Context: an optimization exercise on an open-source flow, tuned for small area and a short achievable clock period. The choices shown serve that exercise and are no tape-out recipe. At most, simulation tests tie the RTL to the original design; equivalence was not proved. The RTL of runs 2 to 5 was laid out without a check of its function.

--- run.sh ---
#!/bin/bash
# synth_recipe.tcl (not shown) runs the flow's synth.tcl, then flattens the netlist and writes it again
# the make line also repeats each setting of config.mk as NAME=value (left out here)
make -C /OpenROAD-flow-scripts/flow DESIGN_CONFIG=/design/flow/config.mk WORK_HOME=/design/flow/orfs CLKGATE_MAP_FILE= SYNTH_SCRIPT=/design/flow/synth_recipe.tcl finish
--- config.mk ---
export PLATFORM = sky130hd
export DESIGN_NAME = Parallel_filter
export DESIGN_NICKNAME = Parallel_filter
export VERILOG_FILES = /design/flow/design.v
export SDC_FILE = /design/flow/constraint.sdc
export NUM_CORES = 4
export LEC_CHECK = 0
export CAP_MARGIN = 20
export CORE_MARGIN = 2
export CORE_UTILIZATION = 40
export SLEW_MARGIN = 20
--- constraint.sdc ---
create_clock -name core_clock -period 30.0 [get_ports {clk}]
set_input_delay 6.0000 -clock core_clock [delete_from_list [all_inputs] [get_ports {clk}]]
set_output_delay 6.0000 -clock core_clock [all_outputs]
set_load 0.01 [all_outputs]
--- design.v ---
`timescale 1ns / 1ps
module Compare_and_Swap
(
input [7:0] Pixel_1,Pixel_2,Pixel_3,  
output [7:0] H,M,L  
    );
wire [7:0] temp[2:0];  
assign temp[0] = (Pixel_1 > Pixel_2) ? Pixel_1 : Pixel_2;
assign temp[1] = (Pixel_1 > Pixel_2) ? Pixel_2 : Pixel_1;
assign temp[2] = (temp[1] > Pixel_3) ? temp[1] : Pixel_3;
assign L = (temp[1] > Pixel_3) ? Pixel_3 : temp[1];
assign H = (temp[0] > temp[2]) ? temp[0] : temp[2];
assign M = (temp[0] > temp[2]) ? temp[2] : temp[0];
endmodule
`timescale 1ns / 1ps
module Systolic_Array
(
input [7:0] X1,X2,X3,X4,X5,X6,X7,X8,X9,  
output [7:0] Median  
    );
wire [7:0] temp[10:0];  
assign temp[0] = (X1 > X4) ? X1 : X4;
assign temp[1] = (X2 > X5) ? X2 : X5;
assign temp[2] = (X2 > X5) ? X5 : X2;
assign temp[3] = (X9 > X6) ? X6 : X9;
assign temp[4] = (temp[0] > X7) ? temp[0] : X7;
assign temp[5] = (temp[2] < X8) ? X8 : temp[2];
assign temp[6] = (temp[3] < X3) ? temp[3] : X3;
assign temp[7] = (temp[1] > temp[5]) ? temp[5] : temp[1];
assign temp[8] = (temp[4] < temp[7]) ? temp[7] : temp[4];
assign temp[9] = (temp[4] < temp[7]) ? temp[4] : temp[7];
assign temp[10] = (temp[9] < temp[6]) ? temp[6] : temp[9];
assign Median = (temp[8] < temp[10]) ? temp[8] : temp[10];
endmodule
`timescale 1ns / 1ps
module Parallel_filter
(
input [7:0] I_00,I_01,I_02,I_03,I_10,I_11,I_12,I_13,  
input clk,rst, 
output [7:0] P1,P2,P3,P4  
    );
reg [7:0] H_0,M_0,L_0,H_1,M_1,L_1,H_2,M_2,L_2,H_3,M_3,L_3;  
wire [7:0] Hw_0,Mw_0,Lw_0,Hw_1,Mw_1,Lw_1,Hw_2,Mw_2,Lw_2,Hw_3,Mw_3,Lw_3;   
Compare_and_Swap E0(I_00,I_01,I_02,Hw_0,Mw_0,Lw_0);
Compare_and_Swap E1(I_10,I_11,I_12,Hw_1,Mw_1,Lw_1);
Compare_and_Swap E2(I_01,I_02,I_03,Hw_2,Mw_2,Lw_2);
Compare_and_Swap E3(I_11,I_12,I_13,Hw_3,Mw_3,Lw_3);
always @(posedge clk)
begin
H_0 <= Hw_0;
M_0 <= Mw_0;
L_0 <= Lw_0;
H_1 <= Hw_1;
M_1 <= Mw_1;
L_1 <= Lw_1;
H_2 <= Hw_2;
M_2 <= Mw_2;
L_2 <= Lw_2;
H_3 <= Hw_3;
M_3 <= Mw_3;
L_3 <= Lw_3;
end
Systolic_Array N4(L_3,M_3,H_3, L_2, M_2, H_2,Lw_2,Mw_2,Hw_2,P3);  
Systolic_Array N3(L_1,M_1,H_1, L_0, M_0, H_0,Lw_0,Mw_0,Hw_0,P1);  
Systolic_Array N2(L_3,M_3,H_3,Lw_3,Mw_3,Hw_3,Lw_2,Mw_2,Hw_2,P4);  
Systolic_Array N1(L_1,M_1,H_1,Lw_1,Mw_1,Hw_1,Lw_0,Mw_0,Hw_0,P2);  
endmodule
==> impl_metrics.env, run 1 <==
export IMPL_ys_ff_latch=96
export IMPL_drtAntennaViolNets=0
export IMPL_setup_viol=0
export IMPL_area_growth_syn_to_layout_pct=14.5
export IMPL_crit_type="in -> out"
export IMPL_core_sq_um=47700
export IMPL_place_gp_congestion=0.950
export IMPL_hp_class="in -> reg"
export IMPL_seq_area_frac_synth=0.0993
export IMPL_drive_above_1_share=0.108
export IMPL_status="timing/DRC/antenna clean"
export IMPL_synth_edf_count=0
export IMPL_htree_levels=3
export IMPL_fp_dieH_microns=224
export IMPL_yosys_warnings=3
export IMPL_grt_pass1_wl_microns=97300
export IMPL_use_met2=0.410
export IMPL_antenna_found_initial=0
export IMPL_cp_data_required_time_ps=24000
export IMPL_grt_pass1_vias=18291
export IMPL_dr_total_vias=19623
export IMPL_gr_usage_met1=0.330
export IMPL_fin_crit_sh=0.964
export IMPL_grt_overflow=0
export IMPL_crit_arrival_ps=22920
export IMPL_syn_nets=3103
export IMPL_cts_sinks=96
export IMPL_rows=80
export IMPL_synth_ff_type="dfxtp_1"
export IMPL_hpwl_microns=52600
export IMPL_cp_max_fo=17
export IMPL_routedWlPerCell_microns=18.4
export IMPL_drc=0
export IMPL_pre_cts_slack_ps=-268
export IMPL_grt_usage=0.243
export IMPL_clockBufferDepth=2
export IMPL_synthArstFlopShare=0
export IMPL_clkTransAtPathRegs_ps=80
export IMPL_placed_area_sq_um=21400
export IMPL_rsz0062_at_grt="true"
export IMPL_cts_hold_buf=0
export IMPL_relSlewSlack=0.281
export IMPL_layout_setup_ws_ps=1080
export IMPL_cap_violations=0
export IMPL_routed_wl_microns=62600
export IMPL_hold_viol=0
export IMPL_syn_inst=2655
export IMPL_io_pins=98
export IMPL_die_w_microns=224
export IMPL_nets=3229
export IMPL_start_util=0.405
export IMPL_dieArea_sq_um=50100
export IMPL_cts_tree="yes"
export IMPL_vias_per_cell=5.77
export IMPL_use_met3=0.0236
export IMPL_yosysUniqueCellTypes=100
export IMPL_cts_root_buf="clkbuf_16"
export IMPL_critPathCaptureType="output port"
export IMPL_tightest_slew_ps=1070
export IMPL_dr_pass1_iters=7
export IMPL_finalInstanceArea_sq_um=22200
export IMPL_syn_avg_cell_area_sq_um=7.29
export IMPL_cpPeakStageDelay_ps=550
export IMPL_syn_cell_area_sq_um=19300
export IMPL_fin_util=0.464
export IMPL_min_period_ps=28920
export IMPL_grt_max_degree=30
export IMPL_fmax_mhz=34.6
export IMPL_slew_viol_final=0
export IMPL_port_buffers=96
export IMPL_hold_ws_ps=6220
export IMPL_drtIter0Drc=1346
export IMPL_top_usage_layer="met2"
export IMPL_slowest_stage="clkdlybuf4s50_1"
export IMPL_cts_made_buffers=9
export IMPL_startpoint_type="input pin"
export IMPL_n_antenna_cell=0
==> cell families after synthesis <==
group | Yosys count | share of synthesized area
compound gates | 803 | 0.262
xor+xnor | 5 | 0.00226
fa+ha+maj | 385 | 0.249
buf+inv | 405 | 0.0806
flops | 96 | 0.0993
mux | 240 | 0.130
simple gates | 721 | 0.177
==> timing repair <==
action                     4_1_cts  5_1_grt
gates cloned                     0        1
pin swaps                        0       13
setup buffers                    0       26
setup endpoints to repair       16       24
resized for setup                5       75
==> synth_stat cells (4+ instances only) <==
cell type  count  area [sq um]
buf_1         17          63.8
or2_2          8          50.1
a31oi_1       17           106
a2111oi_0      5          43.8
clkbuf_1      56           210
and2_1        10          62.6
a21o_1        74           556
o21ai_1       19          95.1
ha_1         382          4780
or3_1         11          68.8
nor2b_1       41           257
buf_2          7          35.0
nor2_1       188           706
o31ai_1        9          67.6
mux2_2        74           833
and3_1        24           150
nand2b_1      38           238
nand2_1      233           875
a211o_1       11          96.3
a211oi_1      15           113
a311oi_1       4          35.0
o22ai_1        6          37.5
o211ai_1      18           135
mux2i_1      160          1600
inv_1        318          1190
a41o_1         6          60.1
nand4_1       36           225
o21ai_0      244          1220
nor4_1        10          62.6
o21a_1        58           435
o211a_1        5          50.1
or3b_2         4          35.0
nand3_1       64           320
o2111ai_1      6          52.6
and4_1        10          87.6
a21oi_1      230          1150
a21boi_0      12          90.1
dfxtp_1       96          1920
nor3_1        26           130
==> critical path, delay by kind of cell <==
family / cells / cell delay [ps]
AO/OA/AOI/OAI: 38 / 7730
adder cells (fa/ha/maj): 9 / 2690
buffers and inverters: 10 / 2220
multiplexers: 4 / 1120
AND/OR/NAND/NOR: 21 / 3150
==> layout make-up <==
class / instances / area [sq um]
Clock buffer: 9 / 225
Inverter: 320 / 1200
Sequential cell: 96 / 1920
Clock inverter: 7 / 96.3
Fill cell: 4819 / 25600
Multi-Input combinational cell: 2154 / 16200
Timing Repair Buffer: 200 / 1780
Tap cell: 615 / 769
==> metrics by stage <==
step                setup TNS [ps]  instances
floorplan                        0       2655
global placement                 0       3357
finish                           0       3401
CTS                              0       3373
detailed placement           -1240       3357
global route                  -571       3401
==> state kept, by name, indices dropped and copies added, names as in the netlist <==
register and flops:
M_0 8, H_1 8, H_3 8, L_1 8, L_2 8, L_3 8
M_3 8, M_1 8, L_0 8, M_2 8, H_2 8, H_0 8
==> cell usage in the layout, fill, tap and decap left out, drive strengths merged, types with 41 or more instances in the layout <==
cell / count
o21ai: 264
nand3: 64
mux2i: 160
mux2: 80
dfxtp: 96
nor2b: 41
inv: 319
ha: 382
buf: 104
nand2: 233
a21oi: 234
a21o: 74
o21a: 58
nor2: 189
clkdlybuf4s50: 90
==> per-layer routing <==
metal | share of wire | wire (microns) | vias up
met5 | 0 | 0 | -
met4 | 0.018 | 1110 | 0
met3 | 0.045 | 2810 | 69
met2 | 0.46 | 29000 | 423
met1 | 0.47 | 29600 | 9312
li1 | - | - | 9819
==> final timing paths <==
kind / from / end / slack, ps / cells past startpoint
setup / recovery: I_12[3] / P4[0] / 1080 / 82
hold / removal: I_12[1] / L_1[1] / 6220 / 3
==> inputs of run 2 (changes only) <==
==> design.v (replaced) <==
module Compare_and_Swap
(
input  [7:0] a, b,
output       gt
);
wire [7:0] g = a & ~b;     
wire [7:0] e = ~(a ^ b);   
assign gt = g[7] | e[7] & (g[6] | e[6] & (g[5] | e[5] & (g[4] | e[4] &
           (g[3] | e[3] & (g[2] | e[2] & (g[1] | e[1] & g[0]))))));
endmodule
module Systolic_Array
(
input        clk,
input  [7:0] LC, MC, HC, LD, MD, HD,
output [7:0] Pa, Pb
);
reg [7:0] LAB, HAB, mAB, MAB, LB, MB, HB;
wire c_lcd, c_hcd, c_mcd;
Compare_and_Swap k0 (LC, LD, c_lcd);    
Compare_and_Swap k1 (HC, HD, c_hcd);    
Compare_and_Swap k2 (MC, MD, c_mcd);    
wire [7:0] LCD = c_lcd ? LC : LD;       
wire [7:0] HCD = c_hcd ? HD : HC;       
wire [7:0] mCD = c_mcd ? MD : MC;
wire [7:0] MCD = c_mcd ? MC : MD;
always @(posedge clk) begin
  LAB <= LCD; HAB <= HCD; mAB <= mCD; MAB <= MCD;
  LB <= LD; MB <= MD; HB <= HD;
end
wire bl_c, bl_d;
Compare_and_Swap k3 (LB, LC, bl_c);
Compare_and_Swap k4 (LB, LD, bl_d);
wire [7:0] lo_b = (bl_c & bl_d) ? LB : LCD;
wire bh_c, bh_d;
Compare_and_Swap k5 (HC, HB, bh_c);     
Compare_and_Swap k6 (HD, HB, bh_d);     
wire [7:0] hi_b = (bh_c & bh_d) ? HB : HCD;
wire bm_c, bm_d;
Compare_and_Swap k7 (MB, MC, bm_c);
Compare_and_Swap k8 (MB, MD, bm_d);
wire [7:0] md_b = (bm_c ^ bm_d) ? MB : ((bm_c & bm_d) ? MCD : mCD);
med3 f0 (lo_b, md_b, hi_b, Pb);
wire al, ah, am_lo, am_hi;
Compare_and_Swap k9  (LAB, LC, al);      
Compare_and_Swap k10 (HC, HAB, ah);      
Compare_and_Swap k11 (mAB, MC, am_lo);   
Compare_and_Swap k12 (MC, MAB, am_hi);   
wire [7:0] lo_a = al ? LAB : LC;
wire [7:0] hi_a = ah ? HAB : HC;
wire [7:0] md_a = am_lo ? mAB : (am_hi ? MAB : MC);
med3 f1 (lo_a, md_a, hi_a, Pa);
endmodule
module med3
(
input  [7:0] x, y, z,
output [7:0] m
);
wire xy, yz, xz;
Compare_and_Swap c0 (x, y, xy);
Compare_and_Swap c1 (y, z, yz);
Compare_and_Swap c2 (x, z, xz);
wire sel_y = ~(xy ^ yz);
wire sel_x = ~sel_y & ~(xz ^ yz);
assign m = sel_y ? y : (sel_x ? x : z);
endmodule
module Parallel_filter
(
input [7:0] I_00,I_01,I_02,I_03,I_10,I_11,I_12,I_13,
input clk,rst,
output [7:0] P1,P2,P3,P4
);
wire [7:0] LC0, MC0, HC0, LC1, MC1, HC1, LD0, MD0, HD0, LD1, MD1, HD1;
sort_col sc (I_00, I_01, I_02, I_03, LC0, MC0, HC0, LC1, MC1, HC1);
sort_col sd (I_10, I_11, I_12, I_13, LD0, MD0, HD0, LD1, MD1, HD1);
Systolic_Array top (clk, LC0, MC0, HC0, LD0, MD0, HD0, P1, P2);
Systolic_Array bot (clk, LC1, MC1, HC1, LD1, MD1, HD1, P3, P4);
endmodule
module sort_col
(
input  [7:0] r0, r1, r2, r3,
output [7:0] L0, M0, H0, L1, M1, H1
);
wire g01, g02, g12, g31, g32;
Compare_and_Swap c0 (r0, r1, g01);
Compare_and_Swap c1 (r0, r2, g02);
Compare_and_Swap c2 (r1, r2, g12);
Compare_and_Swap c3 (r3, r1, g31);
Compare_and_Swap c4 (r3, r2, g32);
sort3 s0 (r0, r1, r2, g01, g02, g12, L0, M0, H0);
sort3 s1 (r3, r1, r2, g31, g32, g12, L1, M1, H1);
endmodule
module sort3
(
input  [7:0] x, y, z,
input        gxy, gxz, gyz,
output [7:0] L, M, H
);
wire x_hi = gxy & gxz;
wire x_lo = ~gxy & ~gxz;
wire y_hi = ~gxy & gyz;
wire y_lo = gxy & ~gyz;
assign H = x_hi ? x : (y_hi ? y : z);
assign L = x_lo ? x : (y_lo ? y : z);
assign M = (~x_hi & ~x_lo) ? x : ((~y_hi & ~y_lo) ? y : z);
endmodule
==> impl_metrics.env, run 2 <==
export IMPL_placed_area_sq_um=16900
export IMPL_yosys_warnings=1
export IMPL_routed_wl_microns=48200
export IMPL_routedWlPerCell_microns=19.2
export IMPL_cts_setup_buffers=0
export IMPL_grt_max_degree=25
export IMPL_hp_class="in -> reg"
export IMPL_seq_area_frac_synth=0.144
export IMPL_synth_most_common_cell="ha_1"
export IMPL_hold_viol=0
export IMPL_tightest_slew_ps=1170
export IMPL_clockBufferDepth=2
export IMPL_dieArea_sq_um=40600
export IMPL_fin_tns_setup_ps=0
export IMPL_status="timing/DRC/antenna clean"
export IMPL_core_sq_um=38600
export IMPL_synth_ff_type="dfxtp_1"
export IMPL_drtIter0Drc=1104
export IMPL_start_util=0.404
export IMPL_htree_levels=3
export IMPL_rsz0062_at_grt="false"
export IMPL_crit_type="in -> out"
export IMPL_cts_made_buffers=9
export IMPL_vias_per_cell=5.63
export IMPL_cts_hold_buf=0
export IMPL_slew_viol_final=0
export IMPL_fin_crit_sh=0.730
export IMPL_yosysUniqueCellTypes=92
export IMPL_cpPeakStageDelay_ps=760
export IMPL_n_antenna_cell=0
export IMPL_synth_area_leaders="ha_1 29%, dfxtp_1 14%, mux2i_1 11%, inv_1 5.6%, a21oi_1 4.8%"
export IMPL_cp_data_required_time_ps=24000
export IMPL_place_inst=2487
export IMPL_place_gp_congestion=0.903
export IMPL_layout_setup_ws_ps=8090
export IMPL_synth_edf_count=0
export IMPL_rows=72
export IMPL_hpwl_microns=39400
export IMPL_critPathCaptureType="output port"
export IMPL_io_pins=98
export IMPL_cap_violations=0
export IMPL_cts_root_buf="clkbuf_16"
export IMPL_grt_overflow=0
export IMPL_startpoint_type="input pin"
export IMPL_grt_pass1_vias=13871
export IMPL_nets=2410
export IMPL_antenna_found_initial=0
export IMPL_finalInstanceArea_sq_um=17200
export IMPL_cts_resized=0
export IMPL_cp_max_fo=16
export IMPL_cts_sinks=112
export IMPL_drtAntennaViolNets=0
export IMPL_die_w_microns=201
export IMPL_syn_inst=1930
export IMPL_relSlewSlack=0.211
export IMPL_setup_viol=0
export IMPL_port_buffers=96
export IMPL_grt_usage=0.234
export IMPL_min_period_ps=21910
export IMPL_cp_common_cell="ha_1"
export IMPL_ys_ff_latch=112
export IMPL_dr_pass1_iters=9
export IMPL_dr_total_vias=14093
export IMPL_clkTransAtPathRegs_ps=80
export IMPL_final_cell_count_no_fill=2503
export IMPL_syn_nets=2360
export IMPL_syn_cell_area_sq_um=15600
export IMPL_fp_dieH_microns=201
export IMPL_slowest_stage="a21oi_1"
export IMPL_synth_top_cell_by_area="ha_1"
export IMPL_fmax_mhz=45.6
export IMPL_crit_arrival_ps=15910
export IMPL_syn_avg_cell_area_sq_um=8.08
export IMPL_synth_commonest_cells="364 x ha_1, 233 x inv_1, 166 x mux2i_1"
export IMPL_cts_tree="yes"
export IMPL_pre_cts_slack_ps=8220
export IMPL_final_common_cell="ha_1"
export IMPL_grt_pass1_wl_microns=75000
export IMPL_drc=0
export IMPL_synthArstFlopShare=0
export IMPL_synth_top_area_share=0.292
export IMPL_final_cell_mix="364 x ha_1, 233 x inv_1, 166 x mux2i_1, 148 x a21oi_1, 145 x o21ai_0"
export IMPL_drive_above_1_share=0.0433
export IMPL_area_growth_syn_to_layout_pct=10.7
==> run 2: routing by layer <==
metal	up-vias	GRT usage	routed length [microns]
met5	-	0	0
met4	0	0.0754	1260
met3	64	0.0327	2860
met2	413	0.366	20600
met1	6580	0.332	23500
li1	7036	-	-
==> run 2: layout make-up <==
cell class	instances	area, sq um
Timing Repair Buffer	99	983
Clock inverter	6	68.8
Fill cell	3898	21300
Sequential cell	112	2240
Clock buffer	10	229
Tap cell	518	648
Multi-Input combinational cell	1523	12200
Inverter	235	882
==> run 2: stage by stage <==
step	utilization	hold WS [ps]
2_1_floorplan	-	6130
3_3_place_gp	0.439	6870
3_5_place_dp	0.439	6890
4_1_cts	0.447	6510
5_1_grt	0.447	6530
6_report	0.447	6520
==> run 2: final timing paths <==
check | depth (start not counted) | endpoint | slack [ps] | from
worst max-delay path | 36 | P4[1] | 8090 | I_12[1]
worst min-delay path | 3 | top.HB[4] | 6520 | I_10[4]
==> run 2: critical path: cells and delay by family <==
family	cells	cell delay [ps]
buf+inv	5	1730
mux	2	580
simple gates	10	1590
xor+xnor	1	220
compound gates	14	4250
fa+ha+maj	4	1540
==> run 2: kinds of logic (layout without fill, tap and decap cells) <==
| group | Yosys count | count (layout) | synth area share |
|---|---|---|---|
| XOR/XNOR | 5 | 5 | 0.00426 |
| flip-flops | 112 | 112 | 0.144 |
| AND/OR/NAND/NOR | 422 | 422 | 0.126 |
| adder cells (fa/ha/maj) | 365 | 365 | 0.293 |
| buffers and inverters | 295 | 350 | 0.0743 |
| multiplexers | 197 | 197 | 0.134 |
| AO/OA/AOI/OAI | 534 | 534 | 0.225 |
==> inputs of run 3 (changes only) <==
==> design.v (replaced) <==
module Compare_and_Swap
(
input  [7:0] a, b,
output       gt
);
wire [7:0] g = a & ~b;    
wire [7:0] p = a | ~b;    
assign gt = g[7] | p[7] & (g[6] | p[6] & (g[5] | p[5] & (g[4] | p[4] &
           (g[3] | p[3] & (g[2] | p[2] & (g[1] | p[1] & g[0]))))));
endmodule
module Systolic_Array
(
input        clk,
input  [7:0] LC, MC, HC, LD, MD, HD,
output [7:0] Pa, Pb
);
reg [7:0] LA, MA, HA, LB, MB, HB;
always @(posedge clk) begin
  LA <= LC; MA <= MC; HA <= HC;
  LB <= LD; MB <= MD; HB <= HD;
end
wire g_l, g_h, g_m;
Compare_and_Swap k0 (LB, LC, g_l);
Compare_and_Swap k1 (HB, HC, g_h);
Compare_and_Swap k2 (MB, MC, g_m);
wire [7:0] Lx = g_l ? LB : LC;    
wire [7:0] Hn = g_h ? HC : HB;    
wire [7:0] Mn = g_m ? MC : MB;    
wire [7:0] Mx = g_m ? MB : MC;    
win3 wa (LA, MA, HA, Lx, Hn, Mn, Mx, Pa);
win3 wb (LD, MD, HD, Lx, Hn, Mn, Mx, Pb);
endmodule
module win3
(
input  [7:0] L, M, H, Lx, Hn, Mn, Mx,
output [7:0] P
);
wire gl, gh, m_lo, m_hi;
Compare_and_Swap c0 (L, Lx, gl);
Compare_and_Swap c1 (Hn, H, gh);
Compare_and_Swap c2 (Mn, M, m_lo);    
Compare_and_Swap c3 (M, Mx, m_hi);    
wire [7:0] lo = gl ? L : Lx;
wire [7:0] hi = gh ? H : Hn;
wire [7:0] md = m_lo ? Mn : (m_hi ? Mx : M);
med3 f (lo, md, hi, P);
endmodule
module med3
(
input  [7:0] x, y, z,
output [7:0] m
);
wire xy, yz, xz;
Compare_and_Swap c0 (x, y, xy);
Compare_and_Swap c1 (y, z, yz);
Compare_and_Swap c2 (x, z, xz);
wire sel_y = ~(xy ^ yz);
wire sel_x = ~sel_y & ~(xz ^ yz);
assign m = sel_y ? y : (sel_x ? x : z);
endmodule
module Parallel_filter
(
input [7:0] I_00,I_01,I_02,I_03,I_10,I_11,I_12,I_13,
input clk,rst,
output [7:0] P1,P2,P3,P4
);
wire [7:0] LC0, MC0, HC0, LC1, MC1, HC1, LD0, MD0, HD0, LD1, MD1, HD1;
sort_col sc (I_00, I_01, I_02, I_03, LC0, MC0, HC0, LC1, MC1, HC1);
sort_col sd (I_10, I_11, I_12, I_13, LD0, MD0, HD0, LD1, MD1, HD1);
Systolic_Array top (clk, LC0, MC0, HC0, LD0, MD0, HD0, P1, P2);
Systolic_Array bot (clk, LC1, MC1, HC1, LD1, MD1, HD1, P3, P4);
endmodule
module sort_col
(
input  [7:0] r0, r1, r2, r3,
output [7:0] L0, M0, H0, L1, M1, H1
);
wire g01, g02, g12, g31, g32;
Compare_and_Swap c0 (r0, r1, g01);
Compare_and_Swap c1 (r0, r2, g02);
Compare_and_Swap c2 (r1, r2, g12);
Compare_and_Swap c3 (r3, r1, g31);
Compare_and_Swap c4 (r3, r2, g32);
sort3 s0 (r0, r1, r2, g01, g02, g12, L0, M0, H0);
sort3 s1 (r3, r1, r2, g31, g32, g12, L1, M1, H1);
endmodule
module sort3
(
input  [7:0] x, y, z,
input        gxy, gxz, gyz,
output [7:0] L, M, H
);
wire x_hi = gxy & gxz;
wire x_lo = ~gxy & ~gxz;
wire y_hi = ~gxy & gyz;
wire y_lo = gxy & ~gyz;
assign H = x_hi ? x : (y_hi ? y : z);
assign L = x_lo ? x : (y_lo ? y : z);
assign M = (~x_hi & ~x_lo) ? x : ((~y_hi & ~y_lo) ? y : z);
endmodule
--- a/config.mk
+++ b/config.mk
@@ -5,6 +5,7 @@
 export SDC_FILE = /design/flow/constraint.sdc
 export NUM_CORES = 4
 export LEC_CHECK = 0
+export ABC_AREA = 1
 export CAP_MARGIN = 20
 export CORE_MARGIN = 2
 export CORE_UTILIZATION = 40
==> impl_metrics.env, run 3 <==
export IMPL_rsz0062_at_grt="false"
export IMPL_place_gp_congestion=0.965
export IMPL_yosys_warnings=1
export IMPL_top_usage_layer="met2"
export IMPL_critPathCaptureType="output port"
export IMPL_yosysUniqueCellTypes=45
export IMPL_synth_commonest_cells="924 x nand2_1, 383 x inv_1, 273 x nand3_1"
export IMPL_min_period_ps=19540
export IMPL_cts_tree="yes"
export IMPL_antenna_found_initial=2
export IMPL_crit_arrival_ps=13540
export IMPL_ys_ff_latch=96
export IMPL_hpwl_microns=36700
export IMPL_cts_setup_buffers=0
export IMPL_placed_area_sq_um=14400
export IMPL_fp_dieH_microns=186
export IMPL_syn_nets=2507
export IMPL_drc=0
export IMPL_cts_resized=0
export IMPL_hold_viol=0
export IMPL_syn_cell_area_sq_um=13300
export IMPL_synth_top_family_by_area="simple AND/OR/NAND/NOR gates"
export IMPL_filler_cell_count=3534
export IMPL_synth_compound_area_frac=0.226
export IMPL_clkTransAtPathRegs_ps=70
export IMPL_fin_tns_setup_ps=0
export IMPL_cp_max_fo=14
export IMPL_crit_type="in -> out"
export IMPL_regArea_sq_um=1920
export IMPL_synth_mux_area_frac=0
export IMPL_synth_fa_ha_area_frac=0.0151
export IMPL_drive_above_1_share=0.0896
export IMPL_setup_viol=0
export IMPL_layout_setup_ws_ps=10460
export IMPL_cap_violations=0
export IMPL_core_sq_um=32600
export IMPL_dr_pass1_iters=6
export IMPL_slowest_stage="o21ai_0"
export IMPL_grt_max_degree=21
export IMPL_cpPeakStageDelay_ps=800
export IMPL_rows=66
export IMPL_synth_edf_count=0
export IMPL_cts_hold_buf=0
export IMPL_synth_xor_area_frac=0
export IMPL_clockBufferDepth=2
export IMPL_use_met2=0.401
export IMPL_hp_class="in -> reg"
export IMPL_final_cell_mix="924 x nand2_1, 383 x inv_1, 273 x nand3_1, 118 x o21ai_0"
export IMPL_grt_overflow=0
export IMPL_finalInstanceArea_sq_um=14700
export IMPL_vias_per_cell=5.37
export IMPL_port_buffers=96
export IMPL_area_growth_syn_to_layout_pct=10.9
export IMPL_synth_top_area_share=0.261
export IMPL_synth_simple_gate_area_frac=0.458
export IMPL_use_met3=0.0327
export IMPL_tightest_slew_ps=1140
export IMPL_status="timing/DRC/antenna clean"
export IMPL_synth_top_cell_by_area="nand2_1"
export IMPL_relSlewSlack=0.230
export IMPL_cp_data_required_time_ps=24000
export IMPL_grt_pass1_wl_microns=71300
export IMPL_htree_levels=3
export IMPL_cts_sinks=96
export IMPL_cts_made_buffers=9
export IMPL_start_util=0.407
export IMPL_pre_cts_slack_ps=10670
export IMPL_routed_wl_microns=45600
export IMPL_drtIter0Drc=1507
export IMPL_syn_avg_cell_area_sq_um=5.47
export IMPL_syn_inst=2425
export IMPL_dieArea_sq_um=34700
export IMPL_routedWlPerCell_microns=15.6
export IMPL_dr_total_vias=15680
export IMPL_gr_usage_met1=0.391
export IMPL_synth_area_leaders="nand2_1 26%, dfxtp_1 14%, inv_1 11%, nand3_1 10%, o211ai_1 4.6%"
export IMPL_fin_crit_sh=0.651
export IMPL_grt_pass1_vias=13759
export IMPL_nets=2554
export IMPL_final_common_cell="nand2_1"
export IMPL_io_pins=98
export IMPL_drtAntennaViolNets=0
export IMPL_cp_common_cell="nand2_1"
export IMPL_slew_viol_final=0
export IMPL_startpoint_type="input pin"
export IMPL_cts_root_buf="clkbuf_16"
export IMPL_fmax_mhz=51.2
export IMPL_multi_input_area_sq_um=9280
export IMPL_synthArstFlopShare=0
export IMPL_grt_usage=0.260
export IMPL_seq_area_frac_synth=0.145
export IMPL_fin_util=0.451
export IMPL_synth_most_common_cell="nand2_1"
export IMPL_die_w_microns=186
export IMPL_synth_ff_type="dfxtp_1"
-- run 3: area by class of cell --
type,count,area share
multi-input cells,1829,0.630
flip-flops and latches,96,0.131
inverters,439,0.113
repair buffers,97,0.0658
well taps,442,0.0376
clock buffers,12,0.0174
clock inverters,4,0.00518
diodes,1,0.000170
-- run 3: worst paths after layout --
check | cells past startpoint | startpoint | to | slack [ps]
worst max-delay path | 52 | I_01[1] | P3[5] | 10460
worst min-delay path | 3 | I_03[2] | bot.MA[2] | 6400
-- run 3: worst max-delay path: cells and delay by family --
kind	cells	cell delay, ps
AOI/OAI and AO/OA	12	2380
adders and majority gates	1	450
buffers and inverters	9	2050
and+or+nand+nor	30	2660
-- run 3: layer usage --
| layer | up-vias | wire length [microns] | part of all wire |
|---|---|---|---|
| met2 | 556 | 19300 | 0.42 |
| met1 | 7142 | 22400 | 0.49 |
| li1 | 7943 | - | - |
| met4 | 2 | 413 | 0.0091 |
| met3 | 37 | 3540 | 0.078 |
| met5 | - | 13 | 0.00029 |
-- run 3: kinds of logic after synthesis --
group                      after synthesis
buffers and inverters                  500
AOI/OAI and AO/OA                      450
DFF                                     96
and+or+nand+nor                       1363
adders and majority gates               16
-- run 3: stage by stage --
| step | hold WS (ps) | instances |
|---|---|---|
| 2_1_floorplan | 6120 | 2425 |
| 5_1_grt | 6410 | 2919 |
| 3_5_place_dp | 6760 | 2903 |
| 3_3_place_gp | 6770 | 2903 |
| 4_1_cts | 6390 | 2919 |
| 6_report | 6400 | 2920 |
==> inputs of run 4 (changes only) <==
--- a/config.mk
+++ b/config.mk
@@ -8,5 +8,5 @@
 export ABC_AREA = 1
 export CAP_MARGIN = 20
 export CORE_MARGIN = 2
-export CORE_UTILIZATION = 40
+export CORE_UTILIZATION = 70
 export SLEW_MARGIN = 20
==> impl_metrics.env, run 4 <==
export IMPL_syn_cell_area_sq_um=13300
export IMPL_antenna_found_initial=0
export IMPL_start_util=0.712
export IMPL_critPathCaptureType="output port"
export IMPL_relSlewSlack=0.263
export IMPL_hp_class="in -> reg"
export IMPL_io_pins=98
export IMPL_ys_ff_latch=96
export IMPL_grt_usage=0.416
export IMPL_slowest_stage="clkdlybuf4s50_1"
export IMPL_min_period_ps=19450
export IMPL_cts_sinks=96
export IMPL_slew_viol_final=0
export IMPL_n_antenna_cell=0
export IMPL_clockBufferDepth=2
export IMPL_dr_total_vias=16380
export IMPL_placed_area_sq_um=14100
export IMPL_htree_levels=3
export IMPL_synth_top_area_share=0.261
export IMPL_cts_hold_buf=0
export IMPL_yosys_warnings=1
export IMPL_synth_area_leaders="nand2_1 26%, dfxtp_1 14%, inv_1 11%, nand3_1 10%, o211ai_1 4.6%"
export IMPL_seq_area_frac_synth=0.145
export IMPL_synth_edf_count=0
export IMPL_synth_commonest_cells="924 x nand2_1, 383 x inv_1, 273 x nand3_1"
export IMPL_crit_start="I_01[1]"
export IMPL_crit_arrival_ps=13450
export IMPL_yosysUniqueCellTypes=45
export IMPL_hold_viol=0
export IMPL_drc=0
export IMPL_finalInstanceArea_sq_um=14400
export IMPL_synthArstFlopShare=0
export IMPL_cp_max_fo=20
export IMPL_cts_root_buf="clkbuf_16"
export IMPL_port_buffers=96
export IMPL_rsz0062_at_grt="false"
export IMPL_final_cell_mix="924 x nand2_1, 383 x inv_1, 273 x nand3_1, 118 x o21ai_0"
export IMPL_area_growth_syn_to_layout_pct=8.65
export IMPL_core_sq_um=18600
export IMPL_cap_violations=0
export IMPL_setup_viol=0
export IMPL_place_inst=2694
export IMPL_grt_pass1_wl_microns=68200
export IMPL_clkTransAtPathRegs_ps=70
export IMPL_die_w_microns=142
export IMPL_cts_made_buffers=9
export IMPL_crit_end="P4[2]"
export IMPL_drtIter0Drc=1979
export IMPL_synth_most_common_cell="nand2_1"
export IMPL_vias_per_cell=6.05
export IMPL_synth_ff_type="dfxtp_1"
export IMPL_dr_pass1_iters=7
export IMPL_tightest_slew_ps=1090
export IMPL_syn_nets=2507
export IMPL_routed_wl_microns=43300
export IMPL_cts_tree="yes"
export IMPL_syn_avg_cell_area_sq_um=5.47
export IMPL_place_gp_congestion=1.01
export IMPL_grt_max_degree=21
export IMPL_fin_tns_setup_ps=0
export IMPL_nets=2553
export IMPL_fp_dieH_microns=142
export IMPL_fmax_mhz=51.4
export IMPL_cpPeakStageDelay_ps=720
export IMPL_drive_above_1_share=0.0893
export IMPL_startpoint_type="input pin"
export IMPL_status="timing/DRC/antenna clean"
export IMPL_grt_pass1_vias=14313
export IMPL_hpwl_microns=34300
export IMPL_syn_inst=2425
export IMPL_grt_overflow=0
export IMPL_cts_setup_buffers=0
export IMPL_final_common_cell="nand2_1"
export IMPL_dieArea_sq_um=20100
export IMPL_rows=50
export IMPL_final_cell_count_no_fill=2709
export IMPL_cp_common_cell="nand2_1"
export IMPL_cts_resized=0
export IMPL_crit_type="in -> out"
export IMPL_routedWlPerCell_microns=16.0
export IMPL_cp_data_required_time_ps=24000
export IMPL_fin_crit_sh=0.648
export IMPL_synth_top_cell_by_area="nand2_1"
export IMPL_drtAntennaViolNets=0
export IMPL_filler_cell_count=1566
run 4: cell count changes in the layout (fill, tap and decap cells not counted):
cell,delta
diode_2,-1
bufinv_16,-1
clkbuf_8,-1
inv_6,+3
clkinv_4,-1
clkbuf_1,-1
buf_4,-1
run 4: layer usage:
metal | track usage | vias up | wire [microns] | part of all wire
met4 | 0.144 | 0 | 1190 | 0.027
met2 | 0.632 | 1046 | 18300 | 0.42
li1 | - | 7944 | - | -
met3 | 0.0982 | 131 | 6280 | 0.14
met1 | 0.578 | 7259 | 17600 | 0.41
met5 | 0 | - | 0 | 0
run 4: through the flow:
step	worst slack (ps)	hold slack [ps]	utilization
after detailed placement	10790	6710	0.758
after CTS	10760	6340	0.774
final	10550	6340	0.774
after global routing	9860	6380	0.774
after floorplan	13310	6120	-
after global placement	10970	6720	0.758
run 4: cells by family (layout without fill, tap and decap cells):
| family | Yosys count | count (layout) | share of synthesized area |
|---|---|---|---|
| adder cells (fa/ha/maj) | 16 | 16 | 0.0151 |
| buffers and inverters | 500 | 550 | 0.157 |
| AO/OA/AOI/OAI | 450 | 450 | 0.226 |
| AND/OR/NAND/NOR | 1363 | 1363 | 0.458 |
| flip-flops | 96 | 96 | 0.145 |
run 4: worst min path at each step:
stage / from / to / slack, ps / cells after the start
floorplan: I_00[0] / top.HA[0] / 6120 / 2
global placement: I_03[2] / bot.MA[2] / 6720 / 3
detailed placement: I_03[2] / bot.MA[2] / 6710 / 3
CTS: I_03[2] / bot.MA[2] / 6340 / 3
global route: I_03[2] / bot.MA[2] / 6380 / 3
finish: I_03[2] / bot.MA[2] / 6340 / 3
run 4: layout make-up:
class                           count  area, sq um  area share
Clock buffer                       10          239      0.0166
Inverter                          439         1670       0.116
Clock inverter                      5         63.8     0.00442
Timing Repair Buffer               96          961      0.0666
Tap cell                          234          293      0.0203
Multi-Input combinational cell   1829         9280       0.643
Sequential cell                    96         1920       0.133
run 4: critical path: cells and delay by family:
| family | cells | cell delay [ps] |
|---|---|---|
| AOI/OAI and AO/OA | 13 | 2060 |
| adders and majority gates | 1 | 370 |
| buffers and inverters | 10 | 2610 |
| and+or+nand+nor | 25 | 2400 |
==> inputs of run 5 (changes only) <==
==> flow/run.sh (new file) <==
#!/bin/bash
set -euo pipefail
W=$PWD
export MY_ABC_SCRIPT=$W/flow/area.abc
sed "s#SYNTH_SCRIPT=[^ ]*#SYNTH_SCRIPT=$W/flow/my_synth.tcl#" standard.sh > my_standard.sh
grep -q "SYNTH_SCRIPT=$W/flow/my_synth.tcl" my_standard.sh
bash my_standard.sh > make_flow.log 2>&1
==> flow/area.abc (new file) <==
strash
dch
map -a -B 0.9
topo
dnsize
==> flow/my_synth.tcl (new file) <==
proc synth {args} { yosys synth -nofsm -noshare {*}$args }
proc extract_fa {args} { puts "my_synth: extract_fa skipped" }
proc abc {args} {
  set out {}
  set skip 0
  foreach a $args {
    if {$skip} { lappend out $::env(MY_ABC_SCRIPT); set skip 0; continue }
    if {$a eq "-script"} { set skip 1 }
    lappend out $a
  }
  puts "my_synth: abc $out"
  yosys abc {*}$out
}
source $::env(SCRIPTS_DIR)/synth.tcl
# left out here: clear keep_hierarchy, flatten, clean up, hide names made inside functions, write 1_2_yosys.v
==> standard.sh (new file) <==
#!/bin/bash
# synth_recipe.tcl (not shown) runs the flow's synth.tcl, then flattens the netlist and writes it again
# the make line also repeats each setting of config.mk as NAME=value (left out here)
make -C /OpenROAD-flow-scripts/flow DESIGN_CONFIG=/design/flow/config.mk WORK_HOME=/design/flow/orfs CLKGATE_MAP_FILE= SYNTH_SCRIPT=/design/flow/synth_recipe.tcl "${@:-finish}"
--- a/config.mk
+++ b/config.mk
@@ -5,8 +5,7 @@
 export SDC_FILE = /design/flow/constraint.sdc
 export NUM_CORES = 4
 export LEC_CHECK = 0
-export ABC_AREA = 1
 export CAP_MARGIN = 20
 export CORE_MARGIN = 2
-export CORE_UTILIZATION = 70
+export CORE_UTILIZATION = 40
 export SLEW_MARGIN = 20
removed: run.sh
==> impl_metrics.env, run 5 <==
export IMPL_routedWlPerCell_microns=17.1
export IMPL_topRoutingLayerUsed="met4"
export IMPL_dr_total_vias=12692
export IMPL_cts_made_buffers=9
export IMPL_drtAntennaViolNets=0
export IMPL_hold_ws_ps=6370
export IMPL_grt_usage=0.275
export IMPL_slew_viol_final=0
export IMPL_io_pins=98
export IMPL_ys_ff_latch=96
export IMPL_syn_cell_area_sq_um=10000
export IMPL_area_growth_syn_to_layout_pct=17.1
export IMPL_n_antenna_cell=0
export IMPL_synth_area_leaders="o21ai_0 22%, dfxtp_1 19%, clkinv_1 13%, nand2_1 12%, o221ai_1 9.5%"
export IMPL_cp_data_required_time_ps=24000
export IMPL_cts_tree="yes"
export IMPL_cp_max_fo=16
export IMPL_fin_tns_setup_ps=0
export IMPL_rsz0062_at_grt="false"
export IMPL_grt_pass1_vias=11059
export IMPL_pre_cts_slack_ps=6290
export IMPL_min_period_ps=23990
export IMPL_crit_arrival_ps=17990
export IMPL_cts_hold_buf=0
export IMPL_startpoint_type="input pin"
export IMPL_synth_edf_count=0
export IMPL_nets=1894
export IMPL_fp_dieH_microns=162
export IMPL_yosysUniqueCellTypes=22
export IMPL_grt_overflow=0
export IMPL_wl_met2_microns=18000
export IMPL_wl_met1_microns=15900
export IMPL_synth_top_area_share=0.222
export IMPL_clkTransAtPathRegs_ps=70
export IMPL_fmax_mhz=41.7
export IMPL_routed_wl_microns=37000
export IMPL_tightest_slew_ps=1050
export IMPL_syn_avg_cell_area_sq_um=5.83
export IMPL_setup_viol=0
export IMPL_cpPeakStageDelay_ps=810
export IMPL_slowest_stage="clkdlybuf4s50_1"
export IMPL_synthArstFlopShare=0
export IMPL_vias_per_cell=5.88
export IMPL_hp_class="in -> reg"
export IMPL_seq_area_frac_synth=0.192
export IMPL_fin_crit_sh=0.800
export IMPL_drive_above_1_share=0.0131
export IMPL_relSlewSlack=0.295
export IMPL_drc=0
export IMPL_drtIter0Drc=1066
export IMPL_layout_setup_ws_ps=6010
export IMPL_cts_sinks=96
export IMPL_port_buffers=96
export IMPL_synth_top_cell_by_area="o21ai_0"
export IMPL_synth_commonest_cells="444 x o21ai_0, 350 x clkinv_1, 333 x nand2_1"
export IMPL_die_w_microns=162
export IMPL_fin_util=0.479
export IMPL_cap_violations=0
export IMPL_grt_max_degree=18
export IMPL_hpwl_microns=29800
export IMPL_cts_setup_buffers=0
export IMPL_syn_inst=1716
export IMPL_clockBufferDepth=2
export IMPL_place_gp_congestion=0.956
export IMPL_synth_most_common_cell="o21ai_0"
export IMPL_dieArea_sq_um=26300
export IMPL_final_common_cell="o21ai_0"
export IMPL_dr_pass1_iters=6
export IMPL_yosys_warnings=1
export IMPL_synth_ff_type="dfxtp_1"
export IMPL_grt_pass1_wl_microns=58300
export IMPL_status="timing/DRC/antenna clean"
export IMPL_route_met3_wl_microns=1910
export IMPL_htree_levels=3
export IMPL_cp_common_cell="o21ai_0"
export IMPL_critPathBufInv=13
export IMPL_cts_root_buf="clkbuf_16"
export IMPL_hold_viol=0
export IMPL_core_sq_um=24500
export IMPL_start_util=0.409
export IMPL_critPathCaptureType="output port"
export IMPL_rows=57
export IMPL_antenna_found_initial=0
export IMPL_final_cell_mix="441 x o21ai_0, 350 x clkinv_1, 333 x nand2_1, 108 x o221ai_1"
export IMPL_crit_family="compound AO/OA/AOI/OAI gates"
export IMPL_cts_resized=0
export IMPL_crit_type="in -> out"
export IMPL_syn_nets=1782
run 5: cell count changes in the layout (fill, tap and decap cells not counted), sizes merged, moves of 36 or more:
cell,delta
nand2,-641
inv,-429
clkinv,+342
nand3,-300
o21ai,+213
o221ai,+72
a21oi,+59
or2,-43
nor2,+37
o211ai,-37
a31oi,+36
run 5: stage by stage:
step                cells  cell area, sq um
floorplan            1716             10000
global placement     2141             11400
detailed placement   2141             11400
CTS                  2157             11700
global route         2157             11700
finish               2157             11700
run 5: cell type report:
cell class | instances | area (sq um)
sequential | 96 | 1920
timing repair buffer | 101 | 998
clock inverter | 6 | 73.8
inverter | 350 | 1310
tap | 324 | 405
multi-input combinational | 1270 | 6770
fill | 2552 | 12800
clock buffer | 10 | 229
run 5: final timing paths:
path,start,to,slack (ps),cells after the start
max,I_02[2],P4[0],6010,62
min,I_03[0],bot.LA[0],6370,3
run 5: logic make-up (layout without fill, tap and decap cells):
logic type	Yosys count	after routing	synth area share
AND/OR/NAND/NOR	404	404	0.153
XOR/XNOR	4	4	0.00350
AO/OA/AOI/OAI	851	851	0.509
buffers and inverters	350	467	0.131
flip-flops	96	96	0.192
adder cells (fa/ha/maj)	11	11	0.0110
run 5: per-layer routing:
| metal | global-route usage | vias up |
|---|---|---|
| met3 | 0.0322 | 62 |
| met1 | 0.338 | 5748 |
| li1 | - | 6453 |
| met4 | 0.0909 | 0 |
| met5 | 0 | - |
| met2 | 0.497 | 429 |
==> inputs of run 6 (changes only) <==
--- a/design.v
+++ b/design.v
@@ -15,35 +15,43 @@
 output [7:0] Pa, Pb
 );
 reg [7:0] LA, MA, HA, LB, MB, HB;
+reg       lAB, mAB, hAB;              
+wire lCD, mCD, hCD;
+Compare_and_Swap k0 (LC, LD, lCD);
+Compare_and_Swap k1 (MC, MD, mCD);
+Compare_and_Swap k2 (HC, HD, hCD);
 always @(posedge clk) begin
   LA <= LC; MA <= MC; HA <= HC;
   LB <= LD; MB <= MD; HB <= HD;
+  lAB <= lCD; mAB <= mCD; hAB <= hCD;
 end
-wire g_l, g_h, g_m;
-Compare_and_Swap k0 (LB, LC, g_l);
-Compare_and_Swap k1 (HB, HC, g_h);
-Compare_and_Swap k2 (MB, MC, g_m);
-wire [7:0] Lx = g_l ? LB : LC;    
-wire [7:0] Hn = g_h ? HC : HB;    
-wire [7:0] Mn = g_m ? MC : MB;    
-wire [7:0] Mx = g_m ? MB : MC;    
-win3 wa (LA, MA, HA, Lx, Hn, Mn, Mx, Pa);
-win3 wb (LD, MD, HD, Lx, Hn, Mn, Mx, Pb);
+wire lAC, lBC, lBD, mAC, mBC, mBD, hAC, hBC, hBD;
+Compare_and_Swap k3 (LA, LC, lAC);
+Compare_and_Swap k4 (LB, LC, lBC);
+Compare_and_Swap k5 (LB, LD, lBD);
+Compare_and_Swap k6 (MA, MC, mAC);
+Compare_and_Swap k7 (MB, MC, mBC);
+Compare_and_Swap k8 (MB, MD, mBD);
+Compare_and_Swap k9 (HA, HC, hAC);
+Compare_and_Swap k10 (HB, HC, hBC);
+Compare_and_Swap k11 (HB, HD, hBD);
+wire [7:0] loa, mda, hia, lob, mdb, hib;
+sel3 sa (LA, MA, HA, LB, MB, HB, LC, MC, HC, lAB, lAC, lBC, mAB, mAC, mBC, hAB, hAC, hBC, loa, mda, hia);
+sel3 sb (LB, MB, HB, LC, MC, HC, LD, MD, HD, lBC, lBD, lCD, mBC, mBD, mCD, hBC, hBD, hCD, lob, mdb, hib);
+med3 fa (loa, mda, hia, Pa);
+med3 fb (lob, mdb, hib, Pb);
 endmodule
-module win3
+module sel3
 (
-input  [7:0] L, M, H, Lx, Hn, Mn, Mx,
-output [7:0] P
+input  [7:0] Lx, Mx, Hx, Ly, My, Hy, Lz, Mz, Hz,
+input        lxy, lxz, lyz, mxy, mxz, myz, hxy, hxz, hyz,
+output [7:0] lo, md, hi
 );
-wire gl, gh, m_lo, m_hi;
-Compare_and_Swap c0 (L, Lx, gl);
-Compare_and_Swap c1 (Hn, H, gh);
-Compare_and_Swap c2 (Mn, M, m_lo);    
-Compare_and_Swap c3 (M, Mx, m_hi);    
-wire [7:0] lo = gl ? L : Lx;
-wire [7:0] hi = gh ? H : Hn;
-wire [7:0] md = m_lo ? Mn : (m_hi ? Mx : M);
-med3 f (lo, md, hi, P);
+assign lo = (lxy & lxz) ? Lx : ((~lxy & lyz) ? Ly : Lz);
+assign hi = (~hxy & ~hxz) ? Hx : ((hxy & ~hyz) ? Hy : Hz);
+wire sy = ~(mxy ^ myz);
+wire sx = ~(mxz ^ myz);
+assign md = sy ? My : (sx ? Mx : Mz);
 endmodule
 module med3
 (
@@ -55,7 +63,7 @@
 Compare_and_Swap c1 (y, z, yz);
 Compare_and_Swap c2 (x, z, xz);
 wire sel_y = ~(xy ^ yz);
-wire sel_x = ~sel_y & ~(xz ^ yz);
+wire sel_x = ~(xz ^ yz);
 assign m = sel_y ? y : (sel_x ? x : z);
 endmodule
 module Parallel_filter
==> flow/run.sh (replaced) <==
#!/bin/bash
set -euo pipefail
W=$PWD
export MY_ABC_SCRIPT=$W/flow/area.abc
sed "s#SYNTH_SCRIPT=[^ ]*#SYNTH_SCRIPT=$W/flow/my_synth.tcl#" standard.sh > my_standard.sh
grep -q "SYNTH_SCRIPT=$W/flow/my_synth.tcl" my_standard.sh
bash my_standard.sh BUFFER_PORTS_ARGS='-buffer_cell sky130_fd_sc_hd__buf_1' finish > make_flow.log 2>&1
==> impl_metrics.env, run 6 <==
export IMPL_hold_ws_ps=6110
export IMPL_grt_max_degree=18
export IMPL_yosysUniqueCellTypes=22
export IMPL_synth_commonest_cells="397 x o21ai_0, 350 x clkinv_1, 237 x nand2_1"
export IMPL_hold_viol=0
export IMPL_pre_cts_slack_ps=8960
export IMPL_fp_dieH_microns=164
export IMPL_filler_cell_count=2762
export IMPL_nets=1867
export IMPL_cts_resized=0
export IMPL_grt_usage=0.278
export IMPL_antenna_found_initial=1
export IMPL_cpPeakStageDelay_ps=760
export IMPL_rsz0062_at_grt="false"
export IMPL_synthArstFlopShare=0
export IMPL_crit_type="in -> out"
export IMPL_synth_top_area_share=0.198
export IMPL_hpwl_microns=31000
export IMPL_synth_area_leaders="dfxtp_1 20%, o21ai_0 19%, clkinv_1 13%, o221ai_1 12%, nand2_1 8.6%"
export IMPL_clkTransAtPathRegs_ps=70
export IMPL_tightest_slew_ps=1130
export IMPL_port_buffers=96
export IMPL_syn_inst=1685
export IMPL_cts_sinks=102
export IMPL_slowest_stage="o21ai_0"
export IMPL_cp_common_cell="o21ai_0"
export IMPL_startpoint_type="input pin"
export IMPL_routed_wl_microns=38300
export IMPL_hp_class="in -> reg"
export IMPL_fin_tns_setup_ps=0
export IMPL_worstHoldStart="I_10[7]"
export IMPL_syn_nets=1751
export IMPL_io_pins=98
export IMPL_area_growth_syn_to_layout_pct=11.3
export IMPL_final_common_cell="o21ai_0"
export IMPL_slew_viol_final=0
export IMPL_drtAntennaViolNets=0
export IMPL_fin_crit_sh=0.710
export IMPL_core_sq_um=25300
export IMPL_cp_data_required_time_ps=24000
export IMPL_use_met3=0.0450
export IMPL_setup_viol=0
export IMPL_die_w_microns=164
export IMPL_start_util=0.408
export IMPL_rows=58
export IMPL_final_cell_mix="396 x o21ai_0, 350 x clkinv_1, 237 x nand2_1, 137 x o221ai_1, 102 x dfxtp_1"
export IMPL_routedWlPerCell_microns=17.9
export IMPL_min_period_ps=21310
export IMPL_relSlewSlack=0.237
export IMPL_use_met2=0.415
export IMPL_syn_cell_area_sq_um=10300
export IMPL_cts_hold_buf=0
export IMPL_synth_edf_count=0
export IMPL_dr_pass1_iters=5
export IMPL_fmax_mhz=46.9
export IMPL_grt_pass1_wl_microns=60000
export IMPL_synth_most_common_cell="o21ai_0"
export IMPL_drc=0
export IMPL_cts_root_buf="clkbuf_16"
export IMPL_crit_arrival_ps=15310
export IMPL_drtIter0Drc=1208
export IMPL_crit_start="I_12[2]"
export IMPL_cts_tree="yes"
export IMPL_drive_above_1_share=0.0210
export IMPL_grt_pass1_vias=11274
export IMPL_vias_per_cell=6.20
export IMPL_cts_setup_buffers=0
export IMPL_top_usage_layer="met2"
export IMPL_dr_total_vias=13255
export IMPL_synth_ff_type="dfxtp_1"
export IMPL_grt_overflow=0
export IMPL_synth_top_cell_by_area="dfxtp_1"
export IMPL_dieArea_sq_um=27000
export IMPL_gr_usage_met1=0.415
export IMPL_clockBufferDepth=2
export IMPL_critPathCaptureType="output port"
export IMPL_cp_max_fo=15
export IMPL_syn_avg_cell_area_sq_um=6.11
export IMPL_layout_setup_ws_ps=8690
export IMPL_seq_area_frac_synth=0.198
export IMPL_yosys_warnings=1
export IMPL_place_gp_congestion=0.950
export IMPL_fin_util=0.454
export IMPL_cap_violations=0
export IMPL_status="timing/DRC/antenna clean"
export IMPL_ys_ff_latch=102
export IMPL_htree_levels=3
export IMPL_cts_made_buffers=9
==> run 6: cell types whose count changed after synthesis, moves of 9 or more <==
cell      previous run  this run
a21oi_1             73        87
a22oi_1             18        28
nand2_1            333       237
o211ai_1            49        93
o21ai_0            444       397
o221ai_1           108       137
or2_2                4        13
==> run 6: kinds of logic after synthesis <==
kind of cell    after synthesis  share of synthesized area
simple gates                315                      0.119
buf+inv                     350                      0.128
fa+ha+maj                    10                    0.00972
xor+xnor                      3                    0.00255
flops                       102                      0.198
compound gates              905                      0.543
==> run 6: layer usage <==
metal	routed length (microns)	up-vias
li1	-	6580
met5	0	-
met2	15900	591
met4	773	0
met3	3320	60
met1	18400	6024
==> run 6: worst max-delay path: cells and delay by family <==
| family | cells | cell delay (ps) |
|---|---|---|
| fa+ha+maj | 1 | 180 |
| compound gates | 31 | 4730 |
| buf+inv | 10 | 2440 |
| simple gates | 7 | 1930 |
==> run 6: through the flow <==
stage | instance area, sq um | cells
final | 11500 | 2138
after global routing | 11500 | 2136
after CTS | 11500 | 2136
after detailed placement | 11100 | 2120
after global placement | 11100 | 2120
after floorplan | 10300 | 1685
==> run 6: layout make-up <==
type | instances | area (sq um) | share of cell area
sequential | 102 | 2040 | 0.178
clock inverter | 4 | 51.3 | 0.00448
antenna | 2 | 5.00 | 0.000437
multi-input combinational | 1233 | 6940 | 0.606
clock buffer | 12 | 267 | 0.0232
tap | 330 | 413 | 0.0360
inverter | 350 | 1310 | 0.115
timing repair buffer | 105 | 428 | 0.0373
==> run 6: final timing paths <==
check	end	slack, ps	cells after the start
max	P2[7]	8690	49
min	top.HB[7]	6110	2
==> inputs of run 7 (changes only) <==
==> flow/area.abc (replaced) <==
strash
dch
map -a
topo
buffer -p
upsize -c -D 5000
dnsize -c -D 5000
==> impl_metrics.env, run 7 <==
export IMPL_status="timing/DRC/antenna clean"
export IMPL_synth_top_area_share=0.179
export IMPL_dr_pass1_iters=7
export IMPL_hold_ws_ps=6060
export IMPL_die_w_microns=173
export IMPL_synth_commonest_cells="280 x nand2_1, 268 x inv_1, 167 x o21ai_1"
export IMPL_rsz0062_at_grt="false"
export IMPL_startpoint_type="input pin"
export IMPL_routedWlPerCell_microns=17.3
export IMPL_relSlewSlack=0.272
export IMPL_syn_cell_area_sq_um=11400
export IMPL_synth_edf_count=0
export IMPL_synth_top_cell_by_area="dfxtp_1"
export IMPL_area_growth_syn_to_layout_pct=8.68
export IMPL_syn_inst=1836
export IMPL_io_pins=98
export IMPL_fmax_mhz=50.9
export IMPL_dieArea_sq_um=29900
export IMPL_min_period_ps=19640
export IMPL_start_util=0.408
export IMPL_fin_crit_sh=0.655
export IMPL_slowest_stage="a311oi_1"
export IMPL_fp_dieH_microns=173
export IMPL_hp_class="in -> reg"
export IMPL_cp_data_required_time_ps=24000
export IMPL_filler_cell_count=3041
export IMPL_yosys_warnings=1
export IMPL_cts_hold_buf=0
export IMPL_synth_ff_type="dfxtp_1"
export IMPL_grt_overflow=0
export IMPL_ys_ff_latch=102
export IMPL_cts_made_buffers=9
export IMPL_dr_total_vias=13397
export IMPL_synth_area_leaders="dfxtp_1 18%, nand2_1 9.2%, inv_1 8.8%, o21ai_1 7.3%, a21oi_1 6.5%"
export IMPL_final_cell_mix="280 x nand2_1, 268 x inv_1, 168 x o21ai_1, 148 x a21oi_1, 139 x nor2_1"
export IMPL_htree_levels=3
export IMPL_cts_sinks=102
export IMPL_crit_arrival_ps=13640
export IMPL_nets=1980
export IMPL_cap_violations=0
export IMPL_core_sq_um=27900
export IMPL_fin_tns_setup_ps=0
export IMPL_hold_viol=0
export IMPL_pre_cts_slack_ps=10530
export IMPL_cts_resized=0
export IMPL_cts_setup_buffers=0
export IMPL_hpwl_microns=32200
export IMPL_cp_max_fo=12
export IMPL_clkTransAtPathRegs_ps=70
export IMPL_critPathCaptureType="output port"
export IMPL_grt_max_degree=17
export IMPL_synthArstFlopShare=0
export IMPL_drtIter0Drc=1439
export IMPL_cpPeakStageDelay_ps=800
export IMPL_syn_avg_cell_area_sq_um=6.21
export IMPL_place_gp_congestion=0.924
export IMPL_synth_most_common_cell="nand2_1"
export IMPL_yosysUniqueCellTypes=55
export IMPL_seq_area_frac_synth=0.179
export IMPL_cts_root_buf="clkbuf_16"
export IMPL_setup_viol=0
export IMPL_layout_setup_ws_ps=10360
export IMPL_grt_pass1_vias=11640
export IMPL_port_buffers=96
export IMPL_final_common_cell="nand2_1"
export IMPL_tightest_slew_ps=1080
export IMPL_routed_wl_microns=39700
export IMPL_vias_per_cell=5.83
export IMPL_antenna_found_initial=1
export IMPL_drc=0
export IMPL_grt_pass1_wl_microns=62000
export IMPL_drtAntennaViolNets=0
export IMPL_clockBufferDepth=2
export IMPL_cts_tree="yes"
export IMPL_rows=61
export IMPL_slew_viol_final=0
export IMPL_crit_type="in -> out"
export IMPL_drive_above_1_share=0.109
export IMPL_syn_nets=1902
export IMPL_grt_usage=0.255
run 7: cell types whose count changed in the layout (fill, tap and decap cells not counted), moves of 76 or more:
cell,delta
o21ai_0,-278
inv_1,+268
inv_2,+76
nor2_1,+81
o21ai_1,+167
clkinv_1,-347
run 7: through the flow:
step | utilization | cell area (sq um) | instances
final | 0.444 | 12400 | 2298
after detailed placement | 0.431 | 12100 | 2280
after global routing | 0.443 | 12400 | 2296
after CTS | 0.443 | 12400 | 2295
after floorplan | - | 11400 | 1836
after global placement | 0.431 | 12000 | 2279
run 7: layer usage:
metal / share of wire / wire length [microns] / vias up / GRT usage
li1: - / - / 6725 / -
met4: 0.016 / 646 / 0 / 0.0664
met2: 0.42 / 16700 / 454 / 0.380
met5: 0 / 0 / - / 0
met3: 0.072 / 2860 / 44 / 0.0416
met1: 0.49 / 19500 / 6174 / 0.377
run 7: logic make-up (layout without fill, tap and decap cells):
group           Yosys count  in the layout  synth area share
compound gates          840            840             0.480
xor+xnor                  3              3           0.00428
fa+ha+maj                 9              9           0.00834
buf+inv                 387            469             0.136
flops                   102            102             0.179
other cells               0              2                 0
simple gates            495            495             0.192
run 7: path summary, 6_finish.rpt:
path | startpoint | endpoint | slack, ps | cells past startpoint
max | I_12[1] | P2[5] | 10360 | 45
min | I_13[3] | bot.HB[3] | 6060 | 3
run 7: critical path, delay by kind of cell:
kind | cells | cell delay [ps]
simple gates | 6 | 1210
buf+inv | 7 | 1380
compound gates | 32 | 5000
run 7: final cells by class:
type	count	area [sq um]	share of cell area
Sequential cell	102	2040	0.165
Multi-Input combinational cell	1347	7810	0.630
Clock buffer	10	239	0.0193
Inverter	350	1320	0.107
Timing Repair Buffer	104	418	0.0337
Antenna cell	2	5.00	0.000404
Tap cell	378	473	0.0382
Clock inverter	5	83.8	0.00677

==> port drivers added, routing unchanged <==
The flow's constraints put no driver on any port. The routed layouts listed below were extracted and timed again, unchanged, in two steps.
Step 1, drivers: a clkbuf_16 drives clk and a buf_2 each remaining input, both assumed.
Step 2 also shifts input and output timing later by t, the mid clock arrival at the registers, as if the neighbouring blocks saw the same clock.
Three values: ideal ports, drivers, drivers and shift; two values: the first two.
run | t, ns | setup WS [ns] | hold WS [ns] | pins driven straight from the clock port
run 1 | 0.444 | 1.075 / 1.049 / 1.049 | 6.223 / 6.180 / 6.624 | 1
run 2 | 0.408 | 8.088 / 8.057 / 8.057 | 6.515 / 6.498 / 6.906 | 1
run 3 | 0.408 | 10.461 / 10.423 / 10.423 | 6.404 / 6.380 / 6.788 | 1
run 4 | 0.409 | 10.553 / 10.528 / 10.528 | 6.345 / 6.324 / 6.734 | 1
run 5 | 0.403 | 6.013 / 5.986 / 5.986 | 6.368 / 6.349 / 6.752 | 1
run 6 | 0.401 | 8.691 / 8.666 / 8.666 | 6.112 / 6.088 / 6.490 | 1
run 7 | 0.406 | 10.362 / 10.312 / 10.312 | 6.064 / 6.045 / 6.452 | 1
After both steps every run listed still meets setup and hold. The setup slack of run 7, which loses most, moves by -0.050 ns with the drivers and by -0.050 ns with both steps.
